This is an optimization exercise on Yosys and OpenROAD, whose aim is small area, a short achievable clock period and few clock cycles, not a production implementation. Function was checked by simulation only, so behaviour that the tests miss may differ from the original. Power is estimated from default activity; no workload was simulated.

sierra:
==> flow/design.v <==
`timescale 1ns/1ps
module dut (
    input clk,
    input rst,
    input start,
    input [7:0] a,
    input [7:0] b,
    output reg [7:0] y,
    output reg ready
);
    wire [2:0] L = a[2:0];
    wire [3:0] H = a[6:3];
    wire [5:0] L2 = L * L;
    wire [3:0] P = H * L;                  
    wire c2 = b[7] | b[6];                                         
    wire c1 = (~b[7] & ~b[6] & (b[5] | b[4] | b[3]))               
            | (b[7] & b[6] & (b[5] | (b[4] & b[3])));              
    wire r1 = ~b[7] & ~b[6] & ~b[5] & ~b[4] & ~b[3] & (b[2] | b[1] | b[0]);   
    wire r3 = ~b[7] & ~b[6] & (b[5] | (b[4] & b[3] & (b[2] | (b[1] & b[0]))));  
    wire r5 = (~b[7] & b[6] & b[5] & b[4] & b[3] & b[2] & (b[1] | b[0]))       
            | (b[7] & ~(b[6] & (b[5] | (b[4] & b[3]))));                        
    wire c0 = r1 | r3 | r5;
    wire [5:0] lo = L2 + {3'd0, c2, c1, c0};
    wire [3:0] hi = P + {a[3], 2'b00} + {2'b00, lo[5:4]};
    always @(posedge clk) begin
        y     <= {hi, lo[3:0]};
        ready <= start & ~rst;
    end
endmodule
Settings: LEC_CHECK=0, CAP_MARGIN=20, CORE_AREA=3 3 61 61, DIE_AREA=0 0 64 64, SETUP_SLACK_MARGIN=2.9, SLEW_MARGIN=20; clock period 5.0 ns.
standard.sh (not shown) runs the stock make flow with config.mk's settings and CLKGATE_MAP_FILE= SYNTH_SCRIPT=/design/flow/synth_recipe.tcl, a recipe that flattens the netlist after the stock synthesis.
==> flow/flow/run.sh <==
#!/bin/bash
# The standard ORFS layout (standard.sh) with three changes:
#  - synthesis maps the logic with flow/map.abc (see flow/mysynth.tcl);
#  - no full-adder extraction (ADDER_MAP_FILE empty), so ABC sees all logic;
#  - the port buffers are plain buf_1 cells.
set -euo pipefail
here=$(pwd)
bash standard.sh "SYNTH_SCRIPT=$here/flow/mysynth.tcl" ADDER_MAP_FILE= \
  "BUFFER_PORTS_ARGS=-buffer_cell sky130_fd_sc_hd__buf_1" finish > standard_flow.log 2>&1
==> flow/flow/map.abc <==
strash
&get -n
&deepsyn -T 30
&put
dch
map
topo
stime -c
==> flow/flow/mysynth.tcl <==
# The standard synthesis script (synth_recipe.tcl), with ORFS's ABC mapping
# script replaced by flow/map.abc.
set my_abc_script [file join [file dirname [file normalize [info script]]] map.abc]
proc synth {args} { yosys synth -nofsm -noshare {*}$args }
proc abc {args} {
  set i [lsearch -exact $args -script]
  if { $i >= 0 } { lset args [expr {$i + 1}] $::my_abc_script }
  yosys abc {*}$args
}
source $::env(SCRIPTS_DIR)/synth.tcl
# left out here: clear keep_hierarchy, flatten, clean up, hide names made inside functions, write 1_2_yosys.v
Testbench counts of sierra, summed over its fixed seeds: cycles 768.
Edits applied to the flow inputs when going from sierra to pepper:
# sierra
export LEC_CHECK = 0
export CAP_MARGIN = 20
export CORE_AREA = 3 3 61 61
export DIE_AREA = 0 0 64 64
export SETUP_SLACK_MARGIN = 2.9
export SLEW_MARGIN = 20
create_clock -name core_clock -period 5.0 [get_ports {clk}]
# pepper
export LEC_CHECK = 0
export CAP_MARGIN = 20
export CORE_AREA = 3 3 61 61
export DIE_AREA = 0 0 64 64
export SETUP_SLACK_MARGIN = 2.5
export SLEW_MARGIN = 20
create_clock -name core_clock -period 5.0 [get_ports {clk}]
==> flow/flow/map.abc <==
strash
&get -n
&deepsyn -T 30
&put
if -g
strash
dch
map
topo
stime -c
==> comparison <==
pepper completed; timing, DRC and antenna clean. Looking at the reports, sierra completed the entire flow and the layout it produced met the timing, DRC and antenna checks. From sierra to pepper the numbers moved as follows: sequential share of layout area up 0.21 points, post-detailed-routing wire length down 12%, clock-cell share of area flat.
> inputs changed (pepper -> violet)
# pepper
export LEC_CHECK = 0
export CAP_MARGIN = 20
export CORE_AREA = 3 3 61 61
export DIE_AREA = 0 0 64 64
export SETUP_SLACK_MARGIN = 2.5
export SLEW_MARGIN = 20
create_clock -name core_clock -period 5.0 [get_ports {clk}]
# violet
export LEC_CHECK = 0
export CAP_MARGIN = 20
export CORE_AREA = 3 3 61 61
export DIE_AREA = 0 0 64 64
export SETUP_SLACK_MARGIN = 3.1
export SLEW_MARGIN = 20
create_clock -name core_clock -period 5.0 [get_ports {clk}]
violet reports a lower data arrival time of the critical path than pepper does. Diff pepper -> violet | number of gates given a new drive strength after cts | increase of 6. [compare] base=pepper new=violet: power dissipated in combinational cells climbed 12%; final area climbed about 6%; ratio of final minimum period to clock period dropped 6.3 points; clock period minus final worst setup slack dropped 320 ps; via count climbed 3.4%. Number of cells produced by synthesis: pepper vs violet identical. Diff violet and pepper: combinational share of power lower in pepper.
diff inputs: violet => yarrow
# violet
export LEC_CHECK = 0
export CAP_MARGIN = 20
export CORE_AREA = 3 3 61 61
export DIE_AREA = 0 0 64 64
export SETUP_SLACK_MARGIN = 3.1
export SLEW_MARGIN = 20
create_clock -name core_clock -period 5.0 [get_ports {clk}]
# yarrow
export LEC_CHECK = 0
export CAP_MARGIN = 0
export CORE_AREA = 3 3 61 61
export DIE_AREA = 0 0 64 64
export SETUP_SLACK_MARGIN = 3.1
export SLEW_MARGIN = 0
create_clock -name core_clock -period 5.0 [get_ports {clk}]
==> flow/flow/map.abc <==
strash
&get -n
&deepsyn -J 1000
&put
dch
map
topo
stime -c
==> comparison <==
Against violet, yarrow comes in about 2.8% higher on overall via count from detail_route.
Measured against violet, the static leakage power of yarrow comes out at 0.942 times the reference value.
Comparing yarrow and violet, the higher worst setup slack after layout is on yarrow.
Compared with violet, in yarrow number of nets in the layout went up, number of global-route vias before repair went up.
Where post-route worst hold slack is concerned, violet is better than yarrow.
yarrow completed; timing, DRC and antenna clean
Input-level comparison between raven and yarrow:
# yarrow
export LEC_CHECK = 0
export CAP_MARGIN = 0
export CORE_AREA = 3 3 61 61
export DIE_AREA = 0 0 64 64
export SETUP_SLACK_MARGIN = 3.1
export SLEW_MARGIN = 0
create_clock -name core_clock -period 5.0 [get_ports {clk}]
# raven
export LEC_CHECK = 0
export CAP_MARGIN = 20
export CORE_AREA = 3 3 61 61
export DIE_AREA = 0 0 64 64
export SETUP_SLACK_MARGIN = 2.9
export SLEW_MARGIN = 20
create_clock -name core_clock -period 5.0 [get_ports {clk}]
==> flow/flow/map.abc <==
strash
&get -n
&deepsyn -T 30
&put
if -g
strash
dch
map -a
topo
stime -c
Results
Per the comparison of raven with yarrow, total power went up, final weighted congestion in routability-driven placement picked up an extra 4.0%, via count shrank by 49. The synthesized cell count of raven is lower than that of yarrow. Between yarrow and raven, the flow reports via count of the first global-routing pass decreasing by a few percent. Compare yarrow and raven | minimum clock period after layout higher: raven. yarrow was smaller in final cell area than raven. In terms of clock tree cell share of total cell area, raven and yarrow differ only marginally. raven ended up with a higher period utilization than yarrow did. Changes observed in raven relative to yarrow: worst setup slack saw a decrease; worst hold slack across all endpoints saw an increase.

==> what the ideal ports hide <==
How much do the figures lean on ideal ports? The routed layouts below were timed once more, with nothing changed but the port constraints.
Step 1 sets driving cells, clkbuf_16 on the clock port and buf_2 on the other inputs (assumed; they add their load-dependent delay and slew).
Step 2, shift: input delay + t, output delay - t, t = (earliest + latest rising clock arrival at the registers) / 2. This alone moves slack from input paths to output paths.
Three values: ideal ports, drivers, drivers and shift; two values: the first two.
| run | t, ns | setup slack, ns | worst hold slack (ns) |
|---|---|---|---|
| sierra | 0.272 | 3.072 / 3.065 / 2.794 | 0.893 / 0.900 / 1.171 |
| pepper | 0.265 | 2.829 / 2.823 / 2.558 | 0.898 / 0.903 / 1.168 |
| violet | 0.265 | 3.146 / 3.140 / 2.875 | 0.898 / 0.904 / 1.169 |
| yarrow | 0.272 | 3.168 / 3.166 / 2.894 | 0.893 / 0.900 / 1.171 |
| raven | 0.269 | 2.932 / 2.927 / 2.658 | 0.898 / 0.904 / 1.173 |
After both steps setup and hold are still met in every run listed. The setup slack of sierra, which loses most, moves by -0.007 ns with the drivers and by -0.278 ns with both steps.
